Source: an optimization exercise on an open RTL-to-GDS flow (aim: small area). Production flows keep margins and buffers that such runs may drop. Only simulation tests tie the RTL to the original design; equivalence was not proved. The clock input has no modelled driver; a real chip could not lean on it and would need a root buffer or a full tree. Power and IR drop assume default switching activity.

==> 05-28 <==
==> flow/design.v <==
`timescale 1ns / 1ps
module bcd(
    input  [3:0] n,
    output [6:0] seg
    );
    assign seg[0] = (~n[3] & ~n[2] & ~n[1] & n[0]) | (n[3] & n[1]) | (n[2] & ~n[1] & ~n[0]);
    assign seg[1] = (n[2] & n[1] & ~n[0]) | (n[3] & n[1]) | (n[2] & ~n[1] & n[0]);
    assign seg[2] = ~n[2] & n[1] & ~n[0];
    assign seg[3] = (n[2] & ~n[1] & ~n[0]) | (~n[3] & ~n[2] & ~n[1] & n[0]) | (n[2] & n[1] & n[0]);
    assign seg[4] = (n[2] & ~n[1]) | (n[3] & n[1]) | n[0];
    assign seg[5] = (~n[2] & n[1]) | (~n[3] & ~n[2] & n[0]) | (n[1] & n[0]);
    assign seg[6] = (~n[3] & ~n[2] & ~n[1]) | (n[3] & n[1]) | (n[2] & n[1] & n[0]);
endmodule
`timescale 1ns / 1ps
module top(
    input clk,
    input [3:0] sw,
    output SI,
    output [3:0] an,
    output [6:0] seg
    );
    function [13:0] inc14(input [13:0] q, input e);
        integer i; reg t;
        begin t = e; for (i = 0; i < 14; i = i + 1) begin inc14[i] = q[i] ^ t; t = t & q[i]; end end
    endfunction
    function [11:0] inc12(input [11:0] q, input e);
        integer i; reg t;
        begin t = e; for (i = 0; i < 12; i = i + 1) begin inc12[i] = q[i] ^ t; t = t & q[i]; end end
    endfunction
    function [10:0] inc11(input [10:0] q, input e);
        integer i; reg t;
        begin t = e; for (i = 0; i < 11; i = i + 1) begin inc11[i] = q[i] ^ t; t = t & q[i]; end end
    endfunction
    function [5:0] inc6(input [5:0] q, input e);
        integer i; reg t;
        begin t = e; for (i = 0; i < 6; i = i + 1) begin inc6[i] = q[i] ^ t; t = t & q[i]; end end
    endfunction
    function [4:0] inc5(input [4:0] q, input e);
        integer i; reg t;
        begin t = e; for (i = 0; i < 5; i = i + 1) begin inc5[i] = q[i] ^ t; t = t & q[i]; end end
    endfunction
    function [3:0] inc4(input [3:0] q, input e);
        integer i; reg t;
        begin t = e; for (i = 0; i < 4; i = i + 1) begin inc4[i] = q[i] ^ t; t = t & q[i]; end end
    endfunction
    function [2:0] inc3(input [2:0] q, input e);
        integer i; reg t;
        begin t = e; for (i = 0; i < 3; i = i + 1) begin inc3[i] = q[i] ^ t; t = t & q[i]; end end
    endfunction
    function [3:0] binc(input [3:0] d, input e);
        binc = {d[3] ^ (e & d[0] & ((d[1] & d[2]) | d[3])),
                d[2] ^ (e & d[0] & d[1]),
                d[1] ^ (e & d[0] & ~d[3]),
                d[0] ^ e};
    endfunction
    reg  [3:0] swd;
    wire st = swd[0];
    wire rs = swd[1];
    wire [1:0] md = swd[3:2];
    wire clr = rs | ~st;
    reg        P, PP;
    reg [10:0] C;       
    reg [13:0] SC;      
    reg [13:0] SP;      
    reg [13:0] M;       
    reg        SYNC;    
    reg        N;       
    wire sc_end = &{SC[13:7], SC[5], SC[3], SC[1]};
    wire sp_sat = &SP;
    wire ge39   = |C[10:6] | (C[5] & (C[4] | C[3] | (C[2] & C[1] & C[0])));
    wire ge78   = |C[10:7] | (C[6] & (C[5] | C[4] | (C[3] & C[2] & C[1])));
    wire ge156  = |C[10:8] | (C[7] & (C[6] | C[5] | (C[4] & C[3] & C[2])));
    wire ge161  = C[9] | C[8] | (C[7] & (C[6] | (C[5] & |C[4:0])));           
    wire ge285  = C[9] | (C[8] & (C[7] | C[6] | C[5] | (C[4] & C[3] & C[2] & (C[1] | C[0]))));  
    wire ge289  = C[9] | (C[8] & (C[7] | C[6] | (C[5] & |C[4:0])));          
    wire ge303  = C[9] | (C[8] & (C[7] | C[6] | (C[5] & (C[4] | (C[3] & C[2] & C[1] & C[0])))));  
    wire ge588  = C[9] & C[6] & C[3] & C[2];                                  
    wire ge606  = C[9] & (C[8] | C[7] | (C[6] & (C[5] | (C[4] & C[3] & C[2] & C[1]))));  
    wire ge666  = C[10] | (C[9] & (C[8] | (C[7] & (C[6] | C[5] | (C[4] & C[3] & (C[2] | C[1]))))));  
    wire ge740  = C[9] & C[7] & C[6] & C[5] & C[2];                           
    wire ge1000 = C[9] & C[8] & C[7] & C[6] & C[5] & C[3];                    
    wire ge1052 = C[10] & C[4] & C[3] & C[2];                                 
    wire s_lt9   = (SP < 14'd9);
    wire s_lt73  = (SP < 14'd73);
    wire s_lt79  = (SP < 14'd79);
    wire s_lt144 = (SP < 14'd144);
    reg tog3;
    always @(*) begin
        case (SP[3:0])
        4'd0: tog3 = ge1000;
        4'd1: tog3 = ge606;
        4'd2: tog3 = ge303;
        4'd3: tog3 = ge740;
        4'd4: tog3 = ge285;
        4'd5: tog3 = ge666;
        4'd6: tog3 = ge1052;
        4'd7: tog3 = ge666;
        default: tog3 = ge606;
        endcase
        if (!s_lt9)
            tog3 = s_lt73 ? ge289 : s_lt79 ? ge588 : ge161;
    end
    wire off = (md == 2'd3) & ~s_lt144;
    wire tog = (md == 2'd0) ? ge156 :
               (md == 2'd1) ? ge78 :
               (md == 2'd2) ? ge39 : tog3;
    wire n_next = ~rs & st & sc_end & SYNC;
    always @(posedge clk) begin
        swd <= sw;
        PP  <= P;
        P   <= ~clr & ~off & (P ^ tog);
        C   <= (clr | off | tog) ? 11'd0 : inc11(C, 1'b1);
        SC  <= (clr | sc_end) ? 14'd2430 : {SC[12:0], ~(SC[13] ^ SC[12])};
        SP  <= clr ? 14'd0 : inc14(SP, sc_end & ~sp_sat);
        if (!rs && !st && SYNC) M <= SP;
        SYNC <= rs | (st & (SYNC | (SP == M)));
        N <= n_next;
    end
    wire step = P & ~PP;
    reg [3:0] T0, T1, T2, T3;    
    reg [11:0] DC;               
    reg        DH;               
    reg [3:0]  D0, D1;           
    reg [3:0]  IA;               
    reg [11:0] PS;               
    reg [5:0]  CH;               
    reg [3:0]  H0, H1, H2, H3;   
    reg [2:0]  O;                
    reg [4:0]  U;                
    wire t_over = T3[3] & T3[1];
    wire t_b    = t_over & T3[0];
    wire t_a    = t_over & ~T3[0];
    wire tc0 = step & T0[0] & T0[3];
    wire tc1 = tc0 & T1[0] & T1[3];
    wire tc2 = tc1 & T2[0] & T2[3];
    wire dinc = DC[11];
    wire dc0  = dinc & DH;
    wire dc1  = dc0 & D0[0] & D0[3];
    wire ps_hi  = |PS[11:6];
    wire ps_mid = ps_hi | (PS[5] & |PS[4:0]);
    wire ch60   = (CH == 6'd60);
    wire ch61   = (CH == 6'd61);
    wire hi     = N & ps_hi;
    wire add60  = hi & ch60;
    wire add1   = hi & ch61;
    wire hc0    = add1 & H0[0] & H0[3];
    wire h1ge4  = H1[3] | H1[2];
    wire hc1    = (hc0 & H1[0] & H1[3]) | (add60 & h1ge4);
    wire hc2    = hc1 & H2[0] & H2[3];
    wire [3:0] h1p6 = h1ge4 ? {1'b0, H1[2:0] - 3'd4} : {H1[1], H1[2:0] + 3'd6};
    wire ia_inc = N & ps_mid & (SP < 14'd10);
    wire [2:0] o_next = inc3(rs ? 3'd0 : O, n_next);
    always @(posedge clk) begin
        O <= o_next;
        if (rs) begin
            T0 <= 0; T1 <= 0; T2 <= 0; T3 <= 0;
            DC <= 0; DH <= 0; D0 <= 0; D1 <= 0;
            IA <= 0; PS <= 0; CH <= 0;
            H0 <= 0; H1 <= 0; H2 <= 0; H3 <= 0;
            U <= 5'd4;
        end else begin
            U  <= inc5(U, 1'b1);
            T0 <= binc(T0, step);
            T1 <= binc(T1, tc0);
            T2 <= binc(T2, tc1);
            T3 <= t_over ? 4'd11 : inc4(T3, tc2);
            DC <= dinc ? 12'd0 : inc12(DC, step);
            DH <= DH ^ dinc;
            D0 <= binc(D0, dc0);
            D1 <= binc(D1, dc1);
            PS <= N ? 12'd0 : inc12(PS, step);
            IA <= inc4(IA, ia_inc);
            CH <= (N & ~ps_hi) ? 6'd0 : inc6(CH, hi & ~ch61);
            H0 <= binc(H0, add1);
            H1 <= add60 ? h1p6 : binc(H1, hc0);
            H2 <= binc(H2, hc1);
            H3 <= binc(H3, hc2);
        end
    end
    wire [1:0] cur = U[4:3];
    wire [1:0] om  = sw[1] ? 2'd0 : o_next[2:1];
    reg [3:0] d_steps, d_dist, d_init, d_hat, d_sel;
    always @(*) begin
        case (cur)
        2'd0: begin d_steps = T0; d_dist = {1'b0, DH, 1'b0, DH}; d_init = IA;   d_hat = H0; end
        2'd1: begin d_steps = T1; d_dist = 4'd10;                d_init = 4'd0; d_hat = H1; end
        2'd2: begin d_steps = T2; d_dist = D0;                   d_init = 4'd0; d_hat = H2; end
        default: begin d_steps = t_over ? 4'd0 : T3; d_dist = D1; d_init = 4'd0; d_hat = H3; end
        endcase
        if (t_b) d_steps = 4'd9;
        case (om)
        2'd0: d_sel = d_steps;
        2'd1: d_sel = d_dist;
        2'd2: d_sel = d_init;
        default: d_sel = d_hat;
        endcase
    end
    reg [3:0] dig, dig2;
    always @(posedge clk) begin
        dig  <= rs ? 4'd0 : d_sel;
        dig2 <= dig;
    end
    bcd dec (.n(dig2), .seg(seg));
    assign SI = ~rs & t_over;
    assign an = rs ? 4'b1110 :
                (cur == 2'd0) ? 4'b1110 :
                (cur == 2'd1) ? 4'b1101 :
                (cur == 2'd2) ? 4'b1011 : 4'b0111;
endmodule
==> flow/run.sh <==
#!/bin/bash
# synth_recipe.tcl (not shown) runs the flow's synth.tcl, then flattens the netlist and writes it again
# the make line also repeats each setting of config.mk as NAME=value (left out here)
make -C /OpenROAD-flow-scripts/flow DESIGN_CONFIG=/design/flow/config.mk WORK_HOME=/design/flow/orfs CLKGATE_MAP_FILE= SYNTH_SCRIPT=/design/flow/synth_recipe.tcl finish
==> flow/config.mk <==
export PLATFORM = sky130hd
export DESIGN_NAME = top
export DESIGN_NICKNAME = top
export VERILOG_FILES = /design/flow/design.v
export SDC_FILE = /design/flow/constraint.sdc
export NUM_CORES = 8
export LEC_CHECK = 0
export CAP_MARGIN = 20
export CORE_MARGIN = 2
export CORE_UTILIZATION = 40
export CTS_BUF_LIST = sky130_fd_sc_hd__clkbuf_8
export SLEW_MARGIN = 20
==> flow/constraint.sdc <==
create_clock -name core_clock -period 150.0 [get_ports {clk}]
set_input_delay 30.0000 -clock core_clock [delete_from_list [all_inputs] [get_ports {clk}]]
set_output_delay 30.0000 -clock core_clock [all_outputs]
set_load 0.01 [all_outputs]
==> 11-21 (differences from 05-28) <==
==> flow/flow/run.sh (new file) <==
#!/bin/bash
# The standard layout (standard.sh) with these changes:
#  - synthesis maps with an area-oriented ABC script (flow/synth.tcl);
#  - the port buffers are the smallest buffer;
#  - the clock tree is built by flow/cts.tcl (one root buffer, ten leaf
#    buffers over k-means clusters of the flip-flops) in place of TritonCTS.
# Each tool's output goes to a log here: make's to standard_*.log (ORFS's
# own step logs stay under orfs/logs), the clock tree step's to cts.log.
set -euo pipefail
export BUFFER_PORTS_ARGS="-buffer_cell sky130_fd_sc_hd__buf_1"
SYN="SYNTH_SCRIPT=$PWD/flow/synth.tcl"
bash standard.sh "$SYN" place > standard_place.log 2>&1
export RES=$PWD/orfs/results/sky130hd/top/base
export NLEAF=${NLEAF_OVERRIDE:-8} LEAF_BUF=sky130_fd_sc_hd__clkbuf_8 ROOT_BUF=sky130_fd_sc_hd__clkbuf_4
openroad -no_init -exit flow/cts.tcl > cts.log 2>&1
cp "$RES/4_1_cts.odb" "$RES/4_cts.odb"
touch "$RES/4_cts.sdc"
bash standard.sh "$SYN" finish > standard_finish.log 2>&1
==> flow/flow/area.abc (new file) <==
&get -n
&st
&deepsyn -T 30 -S 1
&dch
&nf -a -p
&put
topo
==> flow/flow/cts.tcl (new file) <==
# Clock tree in place of ORFS's TritonCTS step (4_1_cts): the clock sinks
# are split into NLEAF groups by k-means on their placed locations; each
# group gets one LEAF buffer at its centre, and one ROOT buffer, driven by
# the clock port, drives the leaf buffers. Then the placement is legalised
# and the result is written where ORFS's CTS step would write it.
set res $::env(RES)
set platform_dir $::env(FLOW_HOME)/platforms/sky130hd
read_liberty $platform_dir/lib/sky130_fd_sc_hd__tt_025C_1v80.lib
read_db $res/3_place.odb
read_sdc $res/3_place.sdc
source $platform_dir/setRC.tcl

proc build_clock_tree {nleaf leaf_master root_master} {
  set db [ord::get_db]
  set block [ord::get_db_block]
  set clknet [$block findNet clk]
  set sinks {}
  foreach it [$clknet getITerms] {
    set loc [[$it getInst] getLocation]
    lappend sinks [list $it [lindex $loc 0] [lindex $loc 1]]
  }
  set n [llength $sinks]
  # k-means, started from sinks evenly spaced in x order
  set sorted [lsort -integer -index 1 $sinks]
  set centers {}
  for {set k 0} {$k < $nleaf} {incr k} {
    set s [lindex $sorted [expr {int(($k + 0.5) * $n / $nleaf)}]]
    lappend centers [list [lindex $s 1] [lindex $s 2]]
  }
  for {set iter 0} {$iter < 100} {incr iter} {
    set groups [lrepeat $nleaf {}]
    foreach s $sinks {
      set best 0
      set bd 1e30
      for {set k 0} {$k < $nleaf} {incr k} {
        set c [lindex $centers $k]
        set d [expr {abs([lindex $s 1] - [lindex $c 0]) + abs([lindex $s 2] - [lindex $c 1])}]
        if {$d < $bd} { set bd $d; set best $k }
      }
      lset groups $best [concat [lindex $groups $best] [list $s]]
    }
    set newc {}
    for {set k 0} {$k < $nleaf} {incr k} {
      set g [lindex $groups $k]
      if {[llength $g] == 0} { lappend newc [lindex $centers $k]; continue }
      set sx 0
      set sy 0
      foreach s $g { set sx [expr {$sx + [lindex $s 1]}]; set sy [expr {$sy + [lindex $s 2]}] }
      lappend newc [list [expr {$sx / [llength $g]}] [expr {$sy / [llength $g]}]]
    }
    if {$newc == $centers} break
    set centers $newc
  }
  # root buffer at the centre of the leaf buffers
  set rinst [odb::dbInst_create $block [$db findMaster $root_master] clkbuf_root]
  set rnet [odb::dbNet_create $block clknet_root]
  $rnet setSigType CLOCK
  [$rinst findITerm A] connect $clknet
  [$rinst findITerm X] connect $rnet
  set sx 0
  set sy 0
  foreach c $centers { set sx [expr {$sx + [lindex $c 0]}]; set sy [expr {$sy + [lindex $c 1]}] }
  $rinst setLocation [expr {$sx / $nleaf}] [expr {$sy / $nleaf}]
  $rinst setPlacementStatus PLACED
  for {set k 0} {$k < $nleaf} {incr k} {
    set g [lindex $groups $k]
    if {[llength $g] == 0} continue
    set inst [odb::dbInst_create $block [$db findMaster $leaf_master] clkbuf_leaf_$k]
    set net [odb::dbNet_create $block clknet_leaf_$k]
    $net setSigType CLOCK
    [$inst findITerm A] connect $rnet
    [$inst findITerm X] connect $net
    foreach s $g {
      set it [lindex $s 0]
      $it disconnect
      $it connect $net
    }
    set c [lindex $centers $k]
    $inst setLocation [lindex $c 0] [lindex $c 1]
    $inst setPlacementStatus PLACED
    puts "clock leaf $k: [llength $g] sinks"
  }
}

build_clock_tree $::env(NLEAF) $::env(LEAF_BUF) $::env(ROOT_BUF)
detailed_placement
check_placement -verbose
set_propagated_clock [all_clocks]
estimate_parasitics -placement
report_clock_skew
set worst 0
foreach pin [get_pins -of_objects [get_cells *] -filter "name == CLK"] {
  set s [expr {max([get_property $pin slew_max_rise], [get_property $pin slew_max_fall])}]
  if {$s > $worst} { set worst $s }
}
puts "worst estimated clock pin slew: $worst"
unset_propagated_clock [all_clocks]
write_db $res/4_1_cts.odb
write_sdc -no_timestamp $res/4_cts.sdc
==> flow/flow/synth.tcl (new file) <==
# Synthesis: the standard script (synth_recipe.tcl, which runs ORFS's
# synth.tcl), with two changes that only touch combinational logic:
# Yosys's full/half-adder extraction is skipped, and ABC maps with the
# area-oriented script area.abc instead of ORFS's speed script.
set flow_dir [file dirname [file normalize [info script]]]
set ::area_abc [file join $flow_dir area.abc]
proc abc {args} {
  set i [lsearch -exact $args -script]
  if {$i >= 0} { set args [lreplace $args [expr {$i + 1}] [expr {$i + 1}] $::area_abc] }
  yosys abc {*}$args
}
proc extract_fa {args} { puts "extract_fa skipped" }
source [file join [file dirname $flow_dir] synth_recipe.tcl]
==> flow/standard.sh (new file) <==
#!/bin/bash
# synth_recipe.tcl (not shown) runs the flow's synth.tcl, then flattens the netlist and writes it again
# the make line also repeats each setting of config.mk as NAME=value (left out here)
make -C /OpenROAD-flow-scripts/flow DESIGN_CONFIG=/design/flow/config.mk WORK_HOME=/design/flow/orfs CLKGATE_MAP_FILE= SYNTH_SCRIPT=/design/flow/synth_recipe.tcl "${@:-finish}"
Settings changed: CORE_UTILIZATION 40 to 75, CTS_BUF_LIST sky130_fd_sc_hd__clkbuf_8 to not set, PLACE_DENSITY set to 0.85.
removed: flow/run.sh
==> 10-15 (differences from 05-28) <==
==> flow/flow/run.sh (new file) <==
#!/bin/bash
# The standard layout (standard.sh), with two changes to what it adds:
# CTS builds its tree from clkbuf_8 without dummy balancing loads, and the
# port buffers are the smallest buffer. The ORFS logs stay under orfs/logs;
# make's own output goes to standard.log.
set -euo pipefail
export CTS_ARGS="-sink_clustering_enable -repair_clock_nets -dont_use_dummy_load -buf_list sky130_fd_sc_hd__clkbuf_8"
export BUFFER_PORTS_ARGS="-buffer_cell sky130_fd_sc_hd__buf_1"
bash standard.sh finish > standard.log 2>&1
==> flow/standard.sh (new file) <==
#!/bin/bash
# synth_recipe.tcl (not shown) runs the flow's synth.tcl, then flattens the netlist and writes it again
# the make line also repeats each setting of config.mk as NAME=value (left out here)
make -C /OpenROAD-flow-scripts/flow DESIGN_CONFIG=/design/flow/config.mk WORK_HOME=/design/flow/orfs CLKGATE_MAP_FILE= SYNTH_SCRIPT=/design/flow/synth_recipe.tcl "${@:-finish}"
Settings changed: CTS_BUF_LIST sky130_fd_sc_hd__clkbuf_8 to not set.
removed: flow/run.sh
==> notes <==
- Wire length, highest first: 11-21, 05-28, 10-15.
- Between 11-21 and 05-28, the lower power is in 11-21 (gap about 20%, measured against 05-28).
- First-iteration DRC count: 10-15 < 05-28 < 11-21.
- In clock-buffer cell count, 05-28 and 10-15 do not differ.
- Combinational power, highest first: 11-21, 05-28, 10-15.
- Against 05-28, the utilization of 11-21 is higher by 37 points.
- Via count, lowest first: 10-15, 05-28, 11-21.
- Synthesized cell count is the same in 05-28 and 10-15.
==> figures <==
| item | 05-28 | 11-21 | 10-15 |
|---|---|---|---|
| Switching power total | 17.8 uW | 13.0 uW | 14.0 uW |
| CTS Buf Count | 17 | - | 17 |
| Clock buf/inv share | 5.22% | - | 3.13% |
| Share of power burned in the clock network | 41.9% | 27.0% | 34.1% |
| Post-cts repair resize count | 0 | - | 0 |
| Vias in the first global route | 4648 | 4846 | 4685 |
| Root Buffer | sky130_fd_sc_hd__clkbuf_8 | - | sky130_fd_sc_hd__clkbuf_8 |
| Minimum clock period after layout | 32.43 ns | 32.23 ns | 32.06 ns |
| Filler instances | 1656 | 488 | 1671 |
| Result of the run | complete, no violations | complete, no violations | complete, no violations |
| Post-Synthesis Cells | 680 | 674 | 680 |
| Hold slack final | 0.333 ns | 0.345 ns | 0.330 ns |
| Post-Synth Adder-Cell Area | 13.1% | 0% | 13.1% |
| Die area | 0.0185 mm^2 | 0.00889 mm^2 | 0.0185 mm^2 |
| Share of total power consumed by net switching | 23.7% | 21.6% | 21.2% |
| Final cell count without fillers | 928 | 802 | 913 |
| Clock tree from TritonCTS | done | - | done |
| Levels on crit path | 3 | 4 | 3 |
The clock cells of 11-21 come from the design's own scripts or RTL, not from TritonCTS.

[what the ideal ports hide]
The flow's constraints put no driver on any port. The routed layouts listed below were extracted and timed again, unchanged, in two steps.
Step 1: set_driving_cell puts a clkbuf_16 on clk and a buf_2 on each other input, an assumption about the parent block.
Step 2 moves the port delays by t, midway between the first and last clock arrival at a register: inputs arrive t later, outputs are due t later. That takes back most of the time a late clock gives input paths.
Slacks: no drivers / after step 1 / after step 2; pairs: no drivers / after step 1.
run	shift t [ns]	setup WS [ns]	worst slew at a driven data input, ns
05-28	0.477	117.573 / 117.537 / 118.014	0.03
11-21	0.530	117.769 / 117.739 / 118.269	0.03
10-15	0.472	117.940 / 117.905 / 118.377	0.03
After both steps setup and hold are still met in every run listed.
